Context: an optimization exercise on an open-source flow, tuned for small area, a short achievable clock period and few clock cycles per item. The choices shown serve that exercise and are no tape-out recipe.
RTL that was checked went through simulation tests only; none was proved equivalent to the original.

==> trial 68 <==
// ntt256
module ntt256 (
    input  wire        clk,
    input  wire        rst_n,
    input  wire        start,
    output wire        done,
    output wire [7:0]  ram_addr_a,
    output wire        ram_we_a,
    output wire [23:0] ram_wdata_a,
    input  wire [23:0] ram_rdata_a,
    output wire [7:0]  ram_addr_b,
    output wire        ram_we_b,
    output wire [23:0] ram_wdata_b,
    input  wire [23:0] ram_rdata_b
);
    ntt_core #( .WIDTH(24) ) u_ntt (
        .clk(clk), .rst_n(rst_n), .start(start), .done(done),
        .ram_addr_a(ram_addr_a), .ram_we_a(ram_we_a), .ram_wdata_a(ram_wdata_a), .ram_rdata_a(ram_rdata_a),
        .ram_addr_b(ram_addr_b), .ram_we_b(ram_we_b), .ram_wdata_b(ram_wdata_b), .ram_rdata_b(ram_rdata_b)
    );
endmodule
clock: 10.0 ns
lec_check: 0
cap_margin: 20
core_margin: 2
core_utilization: 40
slew_margin: 20
run.sh (not shown) runs the stock make flow with config.mk's settings and CLKGATE_MAP_FILE= SYNTH_SCRIPT=/design/flow/synth_recipe.tcl, a recipe that flattens the netlist after the stock synthesis.
==> inputs of trial 46, as changes to trial 68 <==
--- a/flow/config.mk
+++ b/flow/config.mk
@@ -6,6 +6,9 @@
 export NUM_CORES = 4
 export LEC_CHECK = 0
+export ABC_CLOCK_PERIOD_IN_PS = 3000
 export CAP_MARGIN = 20
 export CORE_MARGIN = 2
 export CORE_UTILIZATION = 40
+export SETUP_SLACK_MARGIN = 5
 export SLEW_MARGIN = 20
+export SYNTH_MEMORY_MAX_BITS = 8192
==> inputs of trial 94, as changes to trial 68 <==
--- a/flow/config.mk
+++ b/flow/config.mk
@@ -10,2 +10,3 @@
 export CORE_UTILIZATION = 40
 export SLEW_MARGIN = 20
+export SYNTH_MEMORY_MAX_BITS = 8192
==> comparison <==
Trial 68 ended with an error in 1_2_yosys. Trial 94 produced a clean layout. Trial 46 passed the timing, design-rule and antenna checks.
In trial 46 the non-clock buffer count is higher than in trial 94, by 95.
Of trial 46 and trial 94, trial 46 has the higher first-iteration DRC count (gap 7.2%, measured against trial 94).
Register-to-register slack: trial 94 is worse than trial 46 (1.3 ns).
Testbench counts of trial 68, summed over its fixed seeds: cycles 18,720, ntts 18.
Testbench counts of trial 46, summed over its fixed seeds: cycles 18,720, ntts 18.
Testbench counts of trial 94, summed over its fixed seeds: cycles 18,720, ntts 18.

* * *

==> inputs of v36 <==
ntt256, a different RTL version from the one above (not shown whole).
==> flow/config.mk <==
export PLATFORM = sky130hd
export DESIGN_NAME = ntt256
export DESIGN_NICKNAME = ntt256
export VERILOG_FILES = /design/flow/design.v
export SDC_FILE = /design/flow/constraint.sdc
export NUM_CORES = 4
export LEC_CHECK = 0
export ABC_AREA = 1
export CAP_MARGIN = 5
export CORE_MARGIN = 2
export CORE_UTILIZATION = 40
export SLEW_MARGIN = 5
export SYNTH_MEMORY_MAX_BITS = 8192
==> flow/constraint.sdc <==
create_clock -name core_clock -period 10.0 [get_ports {clk}]
set_input_delay 2.0000 -clock core_clock [delete_from_list [all_inputs] [get_ports {clk}]]
set_output_delay 2.0000 -clock core_clock [all_outputs]
set_load 0.01 [all_outputs]
standard.sh (not shown) runs the stock make flow with config.mk's settings and CLKGATE_MAP_FILE= SYNTH_SCRIPT=/design/flow/synth_recipe.tcl, a recipe that flattens the netlist after the stock synthesis.
==> flow/flow/run.sh <==
#!/bin/bash
# Standard layout (the standard.sh), with timing repair aiming for 6.8 ns of setup slack.
set -euo pipefail
bash standard.sh SETUP_SLACK_MARGIN=6.8 finish > standard_flow.log 2>&1
==> inputs of v28, as changes to v36 <==
--- a/flow/design.v
+++ b/flow/design.v
@@ -1677,16 +1677,15 @@
         rd_b <= ram_rdata_b[22:0];
         case (ph)
             2'd2:    begin v <= h2;   ua <= x;    end
             2'd1:    begin v <= h3;   ua <= h1;   end
             default: begin v <= rd_b; ua <= rd_a; end
         endcase
-        h2 <= x;                      
         case (t[1:0])
-            2'd0: h3 <= y;
-            2'd1: h1 <= y;
+            2'd0: begin h2 <= x; h3 <= y; end
+            2'd1: begin h1 <= y; end
             default: ;
         endcase
         ms   <= mul_s;
         mc   <= mul_c;
         md   <= mul_d;
         prod <= prod_sum;
==> flow/flow/run.sh (replaced) <==
#!/bin/bash
# Standard layout (the standard.sh), with timing repair aiming for 7.1 ns of setup slack.
set -euo pipefail
bash standard.sh SETUP_SLACK_MARGIN=7.1 finish > standard_flow.log 2>&1
CAP_MARGIN = 20   (was 5)
SLEW_MARGIN = 20   (was 5)
==> inputs of v27, as changes to v36 <==
--- a/flow/design.v
+++ b/flow/design.v
@@ -1677,16 +1677,15 @@
         rd_b <= ram_rdata_b[22:0];
         case (ph)
             2'd2:    begin v <= h2;   ua <= x;    end
             2'd1:    begin v <= h3;   ua <= h1;   end
             default: begin v <= rd_b; ua <= rd_a; end
         endcase
-        h2 <= x;                      
         case (t[1:0])
-            2'd0: h3 <= y;
-            2'd1: h1 <= y;
+            2'd0: begin h2 <= x; h3 <= y; end
+            2'd1: begin h1 <= y; end
             default: ;
         endcase
         ms   <= mul_s;
         mc   <= mul_c;
         md   <= mul_d;
         prod <= prod_sum;
==> flow/run.sh (new file) <==
#!/bin/bash
# synth_recipe.tcl (not shown) runs the flow's synth.tcl, then flattens the netlist and writes it again
# the make line also repeats each setting of config.mk as NAME=value (left out here)
make -C /OpenROAD-flow-scripts/flow DESIGN_CONFIG=/design/flow/config.mk WORK_HOME=/design/flow/orfs CLKGATE_MAP_FILE= SYNTH_SCRIPT=/design/flow/synth_recipe.tcl finish
CAP_MARGIN = 20   (was 5)
SETUP_SLACK_MARGIN = 5   (was default)
SLEW_MARGIN = 20   (was 5)
removed: flow/flow/run.sh
removed: flow/standard.sh
==> inputs of v22, as changes to v36 <==
CAP_MARGIN = 20   (was 5)
SLEW_MARGIN = 20   (was 5)
==> impl_results.md <==
- Outcome: finished clean
- Inverters excl. clock: 837
- Worst Setup End Kind: flop
- 1st-pass router iterations: 8
- Worst-case reg-to-reg path depth: 13
- Layout cells sized above 1: 18.2%
- TritonCTS Buffers: 59
[end of results for v36]
==> impl_results.md <==
- Worst-case reg-to-reg path depth: 11
- Layout cells sized above 1: 5.59%
- RSZ-0062 raised after global routing: false
- Initial DRC count: 4,922
- 1st-pass router iterations: 6
- TritonCTS Buffers: 60
- Inverters excl. clock: 834
- Area leader, netlist: dfxtp_1
- Outcome: finished clean
[end of results for v27]
==> impl_results.md <==
- 1st-pass router iterations: 6
- Outcome: finished clean
- Layout cells sized above 1: 19.2%
- Worst-case reg-to-reg path depth: 15
- Inverters excl. clock: 835
- Worst Setup End Kind: primary output
- TritonCTS Buffers: 60
[end of results for v22]
==> impl_results.md <==
- Outcome: finished clean
- Worst-case reg-to-reg path depth: 15
- CP max stage delay: 0.53 ns
- Layout cells sized above 1: 29.0%
- Sum of routed wire segments on met1: 85.1 mm
- Clock root cell: clkbuf_16
- 1st-pass router iterations: 8
- Main combinational cell family by area after synthesis: adder cells
- TritonCTS Buffers: 61
- RSZ-0062 raised after global routing: true
- Clk latency of the worst-skew pair: 0.71 ns
- Worst Setup End Kind: primary output
[end of results for v28]
Testbench counts of v28, summed over its fixed seeds: cycles 18,702, ntts 18.
Testbench counts of v27, summed over its fixed seeds: cycles 18,702, ntts 18.
The RTL of v36 and v22 was laid out without a check of its function.

* * *

==> sierra <==
RTL: one of the versions met above, not the one the previous note started from.
clock: 10.0 ns
lec_check: 0
abc_area: 1
cap_margin: 20
core_margin: 2
core_utilization: 40
slew_margin: 20
synth_memory_max_bits: 8192
==> flow/flow/run.sh <==
#!/bin/bash
# Standard layout (the standard.sh), with timing repair aiming for 6.5 ns of setup slack.
set -euo pipefail
bash standard.sh SETUP_SLACK_MARGIN=6.5 finish > standard_flow.log 2>&1
==> inputs of cedar, as changes to sierra <==
==> flow/flow/run.sh (replaced) <==
#!/bin/bash
# Standard layout (the standard.sh), with timing repair aiming for 6.8 ns of setup slack.
set -euo pipefail
bash standard.sh SETUP_SLACK_MARGIN=6.8 finish > standard_flow.log 2>&1
==> qor summary <==
quantity	sierra	cedar
Placed cell area	47400 um2	47500 um2
Number of cells upsized or downsized after cts	249	668
Total non-filler cell area in the finished layout	51000 um2	53900 um2
Met2 wire length	87500 um	83700 um
Layout Area Growth over Synthesis	13.9%	20.4%
Via total after detailed routing	43500	44300
Part of the cycle the worst path needs	36.7%	32.8%
Max Clock Freq	0.273 GHz	0.305 GHz
Worst slack at placement	5.00 ns	5.60 ns
Crit-path slowest cell	ha_2	o32ai_2
Post-layout utilization of the core	46.0%	48.6%
M3 GR Usage	6.06%	7.99%
Met1 demand-to-capacity share in global routing	43.8%	43.8%
Initial DRC count	4841	4995
Status	complete, no violations	complete, no violations
Placer Congestion	1.04	1.10
Buffer and inverter count on the worst path	4	6
Buffers inserted by post-CTS timing repair	26	90
Testbench counts of sierra, summed over its fixed seeds: cycles 18,702, ntts 18.
Testbench counts of cedar, summed over its fixed seeds: cycles 18,702, ntts 18.

* * *

==> onyx <==
Another version of the RTL of ntt256 (not shown whole).
## ntt256
module ntt256 (
    input  wire        clk,
    input  wire        rst_n,
    input  wire        start,
    output wire        done,
    output wire [7:0]  ram_addr_a,
    output wire        ram_we_a,
    output wire [23:0] ram_wdata_a,
    input  wire [23:0] ram_rdata_a,
    output wire [7:0]  ram_addr_b,
    output wire        ram_we_b,
    output wire [23:0] ram_wdata_b,
    input  wire [23:0] ram_rdata_b
);
==> flow/config.mk <==
export PLATFORM = sky130hd
export DESIGN_NAME = ntt256
export DESIGN_NICKNAME = ntt256
export VERILOG_FILES = /design/flow/design.v
export SDC_FILE = /design/flow/constraint.sdc
export NUM_CORES = 4
export LEC_CHECK = 0
export ABC_AREA = 1
export CAP_MARGIN = 20
export CORE_MARGIN = 2
export CORE_UTILIZATION = 40
export SLEW_MARGIN = 20
export SYNTH_MEMORY_MAX_BITS = 8192
==> flow/constraint.sdc <==
create_clock -name core_clock -period 10.0 [get_ports {clk}]
set_input_delay 2.0000 -clock core_clock [delete_from_list [all_inputs] [get_ports {clk}]]
set_output_delay 2.0000 -clock core_clock [all_outputs]
set_load 0.01 [all_outputs]
==> flow/flow/run.sh <==
#!/bin/bash
# Standard layout (the standard.sh), with timing repair aiming for 6.5 ns of setup slack.
set -euo pipefail
bash standard.sh SETUP_SLACK_MARGIN=6.5 finish > standard_flow.log 2>&1
==> inputs of amber, as changes to onyx <==
--- a/flow/design.v
+++ b/flow/design.v
@@ -1068,11 +1068,56 @@
     wire n44 = r[21] & 1'b1;
     wire n45 = r[22] ^ 1'b1;
     wire n46 = r[22] & 1'b1;
     wire [25:0] s = {1'b1, 1'b1, n46, n44, n42, n40, n38, n36, n34, n32, n30, n28, n26, n24, n22, n20, n18, n16, n14, n12, n10, n8, n6, n4, n2, n1} + {1'b0, 1'b0, 1'b1, n45, n43, n41, n39, n37, n35, n33, n31, n29, n27, n25, n23, n21, n19, n17, n15, n13, n11, n9, n7, n5, n3, 1'b1};
     wire [25:0] sm = {1'b1, 1'b1, 1'b1, r[22], r[21], r[20], r[19], r[18], r[17], r[16], r[15], r[14], r[13], r[12], r[11], r[10], r[9], r[8], r[7], r[6], r[5], r[4], r[3], r[2], r[1], r[0]} + {1'b0, 1'b0, 1'b0, 1'b0, 1'b0, 1'b0, 1'b0, 1'b0, 1'b0, r[26], r[25], r[24], r[23], 1'b1, 1'b1, 1'b1, 1'b1, 1'b1, 1'b1, 1'b1, 1'b1, 1'b1, ~r[26], ~r[25], ~r[24], ~r[23]};
-    assign t = sm[25] ? s[22:0] : sm[22:0];
+    wire n47 = r[1] ^ ~r[24];
+    wire n48 = r[1] & ~r[24];
+    wire n49 = r[2] ^ ~r[25];
+    wire n50 = r[2] & ~r[25];
+    wire n51 = r[3] ^ ~r[26];
+    wire n52 = r[3] & ~r[26];
+    wire n53 = r[4] ^ 1'b1;
+    wire n54 = r[4] & 1'b1;
+    wire n55 = r[5] ^ 1'b1;
+    wire n56 = r[5] & 1'b1;
+    wire n57 = r[6] ^ 1'b1;
+    wire n58 = r[6] & 1'b1;
+    wire n59 = r[7] ^ 1'b1;
+    wire n60 = r[7] & 1'b1;
+    wire n61 = r[8] ^ 1'b1;
+    wire n62 = r[8] & 1'b1;
+    wire n63 = r[9] ^ 1'b1;
+    wire n64 = r[9] & 1'b1;
+    wire n65 = r[10] ^ 1'b1;
+    wire n66 = r[10] & 1'b1;
+    wire n67 = r[11] ^ 1'b1;
+    wire n68 = r[11] & 1'b1;
+    wire n69 = r[12] ^ 1'b1;
+    wire n70 = r[12] & 1'b1;
+    wire n71 = r[13] ^ r[23];
+    wire n72 = r[13] & r[23];
+    wire n73 = r[14] ^ r[24] ^ 1'b1;
+    wire n74 = (r[14] & r[24]) | (r[14] & 1'b1) | (r[24] & 1'b1);
+    wire n75 = r[15] ^ r[25] ^ 1'b1;
+    wire n76 = (r[15] & r[25]) | (r[15] & 1'b1) | (r[25] & 1'b1);
+    wire n77 = r[16] ^ r[26] ^ 1'b1;
+    wire n78 = (r[16] & r[26]) | (r[16] & 1'b1) | (r[26] & 1'b1);
+    wire n79 = r[17] ^ 1'b1;
+    wire n80 = r[17] & 1'b1;
+    wire n81 = r[18] ^ 1'b1;
+    wire n82 = r[18] & 1'b1;
+    wire n83 = r[19] ^ 1'b1;
+    wire n84 = r[19] & 1'b1;
+    wire n85 = r[20] ^ 1'b1;
+    wire n86 = r[20] & 1'b1;
+    wire n87 = r[21] ^ 1'b1;
+    wire n88 = r[21] & 1'b1;
+    wire n89 = r[22] ^ 1'b1;
+    wire n90 = r[22] & 1'b1;
+    wire [25:0] sp = {1'b0, 1'b0, n90, n88, n86, n84, n82, n80, n78, n76, n74, n72, n70, n68, n66, n64, n62, n60, n58, n56, n54, n52, n50, n48, n47, r[0]} + {1'b0, 1'b0, 1'b0, n89, n87, n85, n83, n81, n79, n77, n75, n73, n71, n69, n67, n65, n63, n61, n59, n57, n55, n53, n51, n49, 1'b1, ~r[23]};
+    assign t = s[25] ? sp[22:0] : (sm[25] ? s[22:0] : sm[22:0]);
 endmodule
 module modq_addsub (
     input  wire [22:0] u,
     input  wire [22:0] t,
     output wire [22:0] x,
@@ -1503,26 +1548,26 @@
     output reg           ram_we_b,
     output wire [WIDTH-1:0] ram_wdata_b,
     input  wire [WIDTH-1:0] ram_rdata_b
 );
     localparam [22:0] Q = 23'd8380417;
-    localparam [10:0] T_END = 11'd1039;    
+    localparam [10:0] T_END = 11'd1040;    
     function [7:0] rd_addr(input [1:0] P, input [5:0] g, input [1:0] k);
         begin
             case (P)
-                2'd0: rd_addr = {k[0], k[1], g[2], g[3], g[4], g[5], g[1], ~(g[0] ^ g[1])};
-                2'd1: rd_addr = {g[5], g[4], k[0], k[1], g[1], ~(g[0] ^ g[1]), g[3], g[2]};
+                2'd0: rd_addr = {k[0], k[1], g[2], g[3], g[4], g[5], g[1], g[0]};
+                2'd1: rd_addr = {g[5], g[4], k[0], k[1], g[1], g[0], g[3], g[2]};
                 2'd2: rd_addr = {g[5], g[4], k[1], k[0], g[1], g[0], g[3], g[2]};
                 2'd3: rd_addr = {k[1], k[0], g[1], g[0], g[5], g[4], g[3], g[2]};
             endcase
         end
     endfunction
     function [7:0] wr_addr(input [1:0] P, input [5:0] g, input [1:0] k);
         begin
             case (P)
-                2'd0: wr_addr = {~(g[0] ^ g[1]), g[1], g[2], g[3], g[4], g[5], k[1], k[0]};
-                2'd1: wr_addr = {g[5], g[4], ~(g[0] ^ g[1]), g[1], k[1], k[0], g[3], g[2]};
+                2'd0: wr_addr = {g[0], g[1], g[2], g[3], g[4], g[5], k[1], k[0]};
+                2'd1: wr_addr = {g[5], g[4], g[0], g[1], k[1], k[0], g[3], g[2]};
                 2'd2: wr_addr = {g[5], g[4], k[1], k[0], g[1], g[0], g[3], g[2]};
                 2'd3: wr_addr = {k[1], k[0], g[1], g[0], g[5], g[4], g[3], g[2]};
             endcase
         end
     endfunction
@@ -1550,54 +1595,52 @@
                              (sel == 2'd1) ? (((m << 1) | 8'd1) << 0) :
                                              (((m << 1) | 8'd129) << 0);
             endcase
         end
     endfunction
-    localparam [7:0] IDLE_B = 8'd193;     
     reg         running;
     reg  [10:0] t;
     wire [10:0] n   = t + 11'd1;          
     wire [1:0]  ph  = n[1:0];
     wire [8:0]  qn  = n[10:2];
-    wire [8:0]  g1  = qn - 9'd1;
-    wire [8:0]  g2  = qn - 9'd2;
-    wire [8:0]  g3  = qn - 9'd3;
-    wire [8:0]  g4  = qn - 9'd4;
+    wire [8:0]  gw  = qn - 9'd4;          
+    wire        rd_ok = (qn < 9'd256);
+    wire        wr_ok = (qn >= 9'd4) && (qn < 9'd260);
     reg  [7:0] nxt_a, nxt_b;
     reg        nxt_we;
     always @(*) begin
         nxt_a  = 8'd0;
-        nxt_b  = IDLE_B;
+        nxt_b  = 8'd128;
         nxt_we = 1'b0;
         case (ph)
-            2'd0: begin
-                if (!qn[8]) nxt_b = rd_addr(qn[7:6], qn[5:0], 2'd3);
-                if (!g1[8]) nxt_a = rd_addr(g1[7:6], g1[5:0], 2'd2);
+            2'd0: if (rd_ok) begin
+                nxt_a = rd_addr(qn[7:6], qn[5:0], 2'd0);
+                nxt_b = rd_addr(qn[7:6], qn[5:0], 2'd1);
             end
-            2'd1: begin
-                if (!g1[8]) nxt_b = rd_addr(g1[7:6], g1[5:0], 2'd1);
-                if (!g2[8]) nxt_a = rd_addr(g2[7:6], g2[5:0], 2'd0);
+            2'd2: if (rd_ok) begin
+                nxt_a = rd_addr(qn[7:6], qn[5:0], 2'd2);
+                nxt_b = rd_addr(qn[7:6], qn[5:0], 2'd3);
             end
-            2'd3: if (!g3[8]) begin
-                nxt_a  = wr_addr(g3[7:6], g3[5:0], 2'd0);
-                nxt_b  = wr_addr(g3[7:6], g3[5:0], 2'd2);
+            2'd1: if (wr_ok) begin
+                nxt_a  = wr_addr(gw[7:6], gw[5:0], 2'd0);
+                nxt_b  = wr_addr(gw[7:6], gw[5:0], 2'd2);
                 nxt_we = 1'b1;
             end
-            default: if (!g4[8]) begin
-                nxt_a  = wr_addr(g4[7:6], g4[5:0], 2'd1);
-                nxt_b  = wr_addr(g4[7:6], g4[5:0], 2'd3);
+            default: if (wr_ok) begin
+                nxt_a  = wr_addr(gw[7:6], gw[5:0], 2'd1);
+                nxt_b  = wr_addr(gw[7:6], gw[5:0], 2'd3);
                 nxt_we = 1'b1;
             end
         endcase
     end
     always @(posedge clk or negedge rst_n) begin
         if (!rst_n) begin
             running    <= 1'b0;
             done       <= 1'b0;
             t          <= 11'd0;
             ram_addr_a <= 8'd0;
-            ram_addr_b <= IDLE_B;
+            ram_addr_b <= 8'd128;
             ram_we_a   <= 1'b0;
             ram_we_b   <= 1'b0;
         end else begin
             ram_addr_a <= nxt_a;
             ram_addr_b <= nxt_b;
@@ -1623,12 +1666,12 @@
     reg  [8:0]  ge;
     reg  [1:0]  sel;
     always @(*) begin
         case (phe)
             2'd3:    begin ge = te[10:2];          sel = 2'd0; end
-            2'd0:    begin ge = te[10:2] - 9'd2;   sel = 2'd0; end
-            2'd2:    begin ge = te[10:2] - 9'd2;   sel = 2'd1; end
+            2'd1:    begin ge = te[10:2] - 9'd1;   sel = 2'd0; end
+            2'd0:    begin ge = te[10:2] - 9'd3;   sel = 2'd1; end
             default: begin ge = te[10:2] - 9'd3;   sel = 2'd2; end
         endcase
     end
     reg  [7:0]  e;
     reg  [22:0] wr;
@@ -1636,13 +1679,13 @@
     wire [22:0] rom_w;
     wire [35:0] w_enc;
     g1_rom   u_rom  ( .e(e), .w(rom_w) );
     booth_enc u_enc ( .b(wr), .bd(w_enc) );
     reg  [22:0] rd_a, rd_b;           
-    reg  [22:0] v;                    
-    reg  [22:0] ua;                   
-    reg  [22:0] h1, h2, h3;           
+    reg  [22:0] u, v;                 
+    reg  [22:0] h0, h1, h2, h3;       
+    reg  [22:0] u1, u2, u3, u4;
     reg  [45:0] ms, mc;               
     reg  [45:0] prod;
     reg  [26:0] r1;
     reg  [22:0] tm;
     reg  [22:0] x, y;
@@ -1651,32 +1694,37 @@
     wire [22:0] add_out, sub_out;
     wire [45:0] mul_s, mul_c;
     mul_cs     u_mul   ( .a(v), .bd(w), .s(mul_s), .c(mul_c) );
     modq_fold1 u_fold1 ( .p(prod), .r(fold1_out) );
     modq_fold2 u_fold2 ( .r(r1), .t(fold2_out) );
-    modq_addsub u_as   ( .u(ua), .t(tm), .x(add_out), .y(sub_out) );
+    modq_addsub u_as   ( .u(u4), .t(tm), .x(add_out), .y(sub_out) );
     always @(posedge clk) begin
         e    <= tw_exp(ge[7:6], ge[5:0], sel);
         wr   <= rom_w;
         w    <= w_enc;
         rd_a <= ram_rdata_a[22:0];
         rd_b <= ram_rdata_b[22:0];
         case (ph)
-            2'd2:    begin v <= h2;   ua <= x;    end
-            2'd1:    begin v <= h3;   ua <= h1;   end
-            default: begin v <= rd_b; ua <= rd_a; end
+            2'd0:    begin u <= h0;   v <= h2;   end
+            2'd2:    begin u <= h2;   v <= h3;   end
+            default: begin u <= rd_a; v <= rd_b; end
         endcase
         case (t[1:0])
-            2'd0: begin h2 <= x; h3 <= y; end
-            2'd1: begin h1 <= y; end
+            2'd0: begin h0 <= x; h1 <= y; end
+            2'd2: begin h2 <= x; h3 <= y; end
+            2'd3: begin h2 <= h1; end
             default: ;
         endcase
         ms   <= mul_s;
         mc   <= mul_c;
+        u1   <= u;
         prod <= ms + mc;
+        u2   <= u1;
         r1   <= fold1_out;
+        u3   <= u2;
         tm   <= fold2_out;
+        u4   <= u3;
         x    <= add_out;
         y    <= sub_out;
     end
     assign ram_wdata_a = {1'b0, x};
     assign ram_wdata_b = {1'b0, y};
==> flow/config.mk (replaced) <==
export PLATFORM = sky130hd
export DESIGN_NAME = ntt256
export DESIGN_NICKNAME = ntt256
export VERILOG_FILES = /design/flow/design.v
export SDC_FILE = /design/flow/constraint.sdc
export NUM_CORES = 4
export LEC_CHECK = 0
export CAP_MARGIN = 20
export CORE_MARGIN = 2
export CORE_UTILIZATION = 60
export SLEW_MARGIN = 20
export SYNTH_MEMORY_MAX_BITS = 8192
==> impl_metrics.toml <==
[setup_path]
cpMostUsedCell = "fa_2"

[place]
gp_congestion = 1.040
post-place-cells = 7251

[grt]
grt_max_degree = 60

[sta]
fin_crit_sh = 0.3725

[status]
status = "no timing/DRC/antenna violations"
the above is filed under onyx

==> impl_metrics.toml <==
[status]
status = "no timing/DRC/antenna violations"

[place]
post-place-cells = 6224
gp_congestion = 1.048

[grt]
grt_max_degree = 198

[yosys]
synth_ff_type = "dfxtp_1"

[cells_and_area]
finalInstanceArea_um2 = 56560

[sta]
fin_crit_sh = 0.3844

[setup_path]
cpMostUsedCell = "ha_4"
the above is filed under amber

Testbench counts of onyx, summed over its fixed seeds: cycles 18,702, ntts 18.
Testbench counts of amber, summed over its fixed seeds: cycles 18,720, ntts 18.

==> afterwards: timing with drivers on the ports <==
The results above use ideal ports. As a check the final layouts listed here were re-extracted and re-timed, cells and wires unchanged.
Step 1 sets driving cells, clkbuf_16 on the clock port and buf_2 on the other inputs (assumed; they add their load-dependent delay and slew).
Step 2 moves the port delays by t, midway between the first and last clock arrival at a register: inputs arrive t later, outputs are due t later. That takes back most of the time a late clock gives input paths.
Three values: ideal ports, drivers, drivers and shift; two values: the first two.
run | t (ns) | setup WS [ns] | cell pins on the clock port's net
trial 46 | 0.748 | 4.387 / 4.387 / 4.387 | 1
trial 94 | 0.751 | 3.069 / 3.069 / 3.069 | 1
v36 | 0.760 | 6.651 / 6.616 / 6.519 | 1
v28 | 0.754 | 6.674 / 6.598 / 6.657 | 1
v27 | 0.738 | 5.066 / 5.066 / 5.066 | 1
v22 | 0.765 | 6.657 / 6.578 / 6.551 | 1
sierra | 0.750 | 6.332 / 6.332 / 6.332 | 1
cedar | 0.714 | 6.718 / 6.654 / 6.718 | 1
onyx | 0.730 | 6.275 / 6.275 / 6.275 | 1
amber | 0.690 | 6.156 / 6.156 / 6.156 | 1
After both steps every run listed still meets setup and hold. For v36, which loses most, drivers alone change the setup slack by -0.035 ns; drivers and shift together by -0.132 ns.
